What follows belongs to an exercise in optimizing a design on an open flow for small area; a production flow would make more cautious choices. The RTL was checked by simulation tests, not by an equivalence proof against the original design.

## v5
==> flow/design.v (excerpt) <==
module HDR_4f
#(
  parameter  C_DATA_WIDTH              = 24
)
(
  input  wire                    reset       ,
  input  wire                    clk         ,
  input  wire                    data_in_VS  ,
  input  wire                    data_in_HS  ,
  input  wire                    data_in_DE  ,
  input  wire [C_DATA_WIDTH-1:0] data_in_B   ,
  input  wire [C_DATA_WIDTH-1:0] data_in_MH  ,
  input  wire [C_DATA_WIDTH-1:0] data_in_ML  ,
  input  wire [C_DATA_WIDTH-1:0] data_in_D   ,
  output wire                    data_out_VS ,
  output wire                    data_out_HS ,
  output wire                    data_out_DE ,
  output wire [C_DATA_WIDTH+5:0] data_out
) ;
  localparam TOTAL_DELAY = 40;
  localparam NCOMP       = 22;
  localparam NDLY        = TOTAL_DELAY - NCOMP;
  genvar gi;
  reg [TOTAL_DELAY-1:0] VS_d;
  reg [TOTAL_DELAY-1:0] HS_d;
  reg [TOTAL_DELAY-1:0] DE_d;
  reg [5:0]             rst_cnt;
  wire                  out_ok = rst_cnt[5] & rst_cnt[3];    
  always @(posedge clk)
  begin
    VS_d <= {VS_d[TOTAL_DELAY-2:0], data_in_VS};
    HS_d <= {HS_d[TOTAL_DELAY-2:0], data_in_HS};
    DE_d <= {DE_d[TOTAL_DELAY-2:0], data_in_DE};
  end
  always @(posedge clk or posedge reset)
  begin
    if (reset)
      rst_cnt <= 6'd0;
    else if (!out_ok)
      rst_cnt <= rst_cnt + 6'd1;
  end
  assign data_out_VS = VS_d[TOTAL_DELAY-1] | ~out_ok;
  assign data_out_HS = HS_d[TOTAL_DELAY-1] | ~out_ok;
  assign data_out_DE = DE_d[TOTAL_DELAY-1] &  out_ok;
  reg [95:0] ch_1;
  always @(posedge clk)
    ch_1 <= {data_in_B, data_in_MH, data_in_ML, data_in_D};
  wire [9:0]  s_B  = ch_1[95:88] + ch_1[87:80] + ch_1[79:72];
  wire [9:0]  s_MH = ch_1[71:64] + ch_1[63:56] + ch_1[55:48];
  wire [9:0]  s_ML = ch_1[47:40] + ch_1[39:32] + ch_1[31:24];
  wire [9:0]  s_D  = ch_1[23:16] + ch_1[15:8]  + ch_1[7:0];
  wire [7:0]  wl_B, wl_MH, wl_ML, wl_D;
  weight_lut u_lut_B  (.s(s_B ), .w(wl_B ));
Settings: LEC_CHECK=0, CAP_MARGIN=20, CORE_MARGIN=2, CORE_UTILIZATION=40, CTS_CLUSTER_DIAMETER=80, CTS_CLUSTER_SIZE=26, GPL_TIMING_DRIVEN=0, PLACE_DENSITY=0.6, SLEW_MARGIN=20, SYNTH_HIERARCHICAL=1, SYNTH_MINIMUM_KEEP_SIZE=0; clock period 5.0 ns.
run.sh (not shown) runs the stock make flow with config.mk's settings and CLKGATE_MAP_FILE= SYNTH_SCRIPT=/design/flow/synth_recipe.tcl, a recipe that flattens the netlist after the stock synthesis.
v5 ended with every stage complete and zero timing, DRC or antenna violations.
> inputs changed (v5 -> v8)
Settings: GPL_TIMING_DRIVEN no longer set, was 0.
Notes after the runs:
Relative to v5, largest net degree at the start of global routing increased by 9 in v8.
Delta(number of DRC markers in iteration 0, v8 - v5) < 0
Count of clock tree sinks essentially unchanged between v5 and v8.
Status: number of vias in the routed layout parity (v5, v8)
v8 finished all stages; the layout is clean.
Relative to v8, the following input files were edited for v39:
Settings: CTS_CLUSTER_SIZE changed from 26 to 32; CTS_CLUSTER_DIAMETER changed from 80 to 60.
--- outcome ---
- Layout net count: v8 vs v39, no meaningful difference
- The run showing the smaller relative area of clock buffers and inverters in the final design is v8.
- In v39, the routed length per instance came out about 0.5% below the value in v8.
- On v39: initial antenna violation count is 4 lower than what v8 gave.
- Compared v39 against v8; area occupied by multi-input gates within noise.
- v8 ended up with sky130_fd_sc_hd__fa_1 as its slowest cell on the critical path; v39 ended up with sky130_fd_sc_hd__fa_2.
- Total of fill cells in the finished design (higher): v8

========
## indigo
Another version of the RTL of HDR_4f (not shown whole).
Size: roughly 9200 cells after synthesis, about 130 I/O pins, about 110000 um2 of cells after synthesis.
clock: 5.0 ns
lec_check: 0
cap_margin: 20
core_margin: 2
core_utilization: 40
cts_cluster_diameter: 100
cts_cluster_size: 20
place_density: 0.6
slew_margin: 20
synth_hierarchical: 1
synth_minimum_keep_size: 0
indigo: flow completed, timing, DRC and antenna clean
What sierra does differently from indigo at the input level:
- changing CTS_CLUSTER_DIAMETER from 100 to 80
- changing CTS_CLUSTER_SIZE from 20 to 26
[summary]
Number of nets in the finished design in sierra is about 0.32% lower than in indigo. sierra ended up with d1_st[4][76] as its endpoint of the most critical setup path; indigo ended up with d1_st[4][20]. Via count: sierra vs indigo — no meaningful difference. Compared to indigo, sierra has worst slew margin relative to its limit 0.75 points higher. Comparing indigo against sierra, there is no change at all in number of clock sinks seen by CTS.

========
== rev 12 ==
HDR_4f, a different RTL version from the one above (not shown whole).
Size: ~11000 cells after synthesis, roughly 2300 flip-flops, about 130 I/O pins, about 110000 um2 of cells after synthesis.
export LEC_CHECK = 0
export CAP_MARGIN = 20
export CORE_MARGIN = 2
export CORE_UTILIZATION = 40
export PLACE_DENSITY = 0.6
export SLEW_MARGIN = 20
create_clock -name core_clock -period 5.0 [get_ports {clk}]
Rev 12 finished all stages; the layout is clean.
#### Input delta (rev 13 over rev 12)
- a change of PLACE_DENSITY from 0.6 to 0.75
- a change of CORE_UTILIZATION from 40 to 65
[summary]
Rev 13 -> stages 100% | layout checks FAIL | max-capacitance violations, max-slew violations, negative setup slack
The endpoint of the most critical setup path comes out zr_b_3[10] in one run and g_nr[8].r[20] in the other, namely in rev 12 and rev 13 respectively.
Compare rev 13 and rev 12 | final core area utilization lower: rev 12
Going from rev 12 to rev 13, routed wire length grew by more than 10%.
Arrival time at the worst endpoint, rev 13 and rev 12: smaller value in rev 12
Compared with rev 12, in rev 13 fmax moved down, number of buffers and inverters on the critical path moved up, flip-flop and latch share of the layout cell area moved up.

==> static timing again, ports no longer ideal <==
The flow's constraints put no driver on any port. The routed layouts listed below were extracted and timed again, unchanged, in two steps.
Step 1 (the two cells are an assumption about what drives the block):
set clk [get_ports {clk}]
set_driving_cell -lib_cell sky130_fd_sc_hd__clkbuf_16 $clk
set_driving_cell -lib_cell sky130_fd_sc_hd__buf_2 [delete_from_list [all_inputs] $clk]
Step 2, shift: input delay + t, output delay - t, t = (earliest + latest rising clock arrival at the registers) / 2. This alone moves slack from input paths to output paths.
Three values: ideal, step 1, step 2; two values: the first two.
| run | shift t [ns] | slack for setup (ns) | cell pins on the clock port's net |
|---|---|---|---|
| v5 | 0.867 | 0.075 / 0.075 / 0.075 | 1 |
| v8 | 0.891 | 0.129 / 0.129 / 0.129 | 1 |
| v39 | 0.886 | 0.135 / 0.135 / 0.135 | 1 |
| indigo | 0.893 | 0.110 / 0.110 / 0.110 | 1 |
| sierra | 0.839 | 0.123 / 0.123 / 0.123 | 1 |
| rev 12 | 0.946 | 0.071 / 0.071 / 0.071 | 1 |
| rev 13 | 0.970 | -0.727 / -0.727 / -0.727 | 1 |
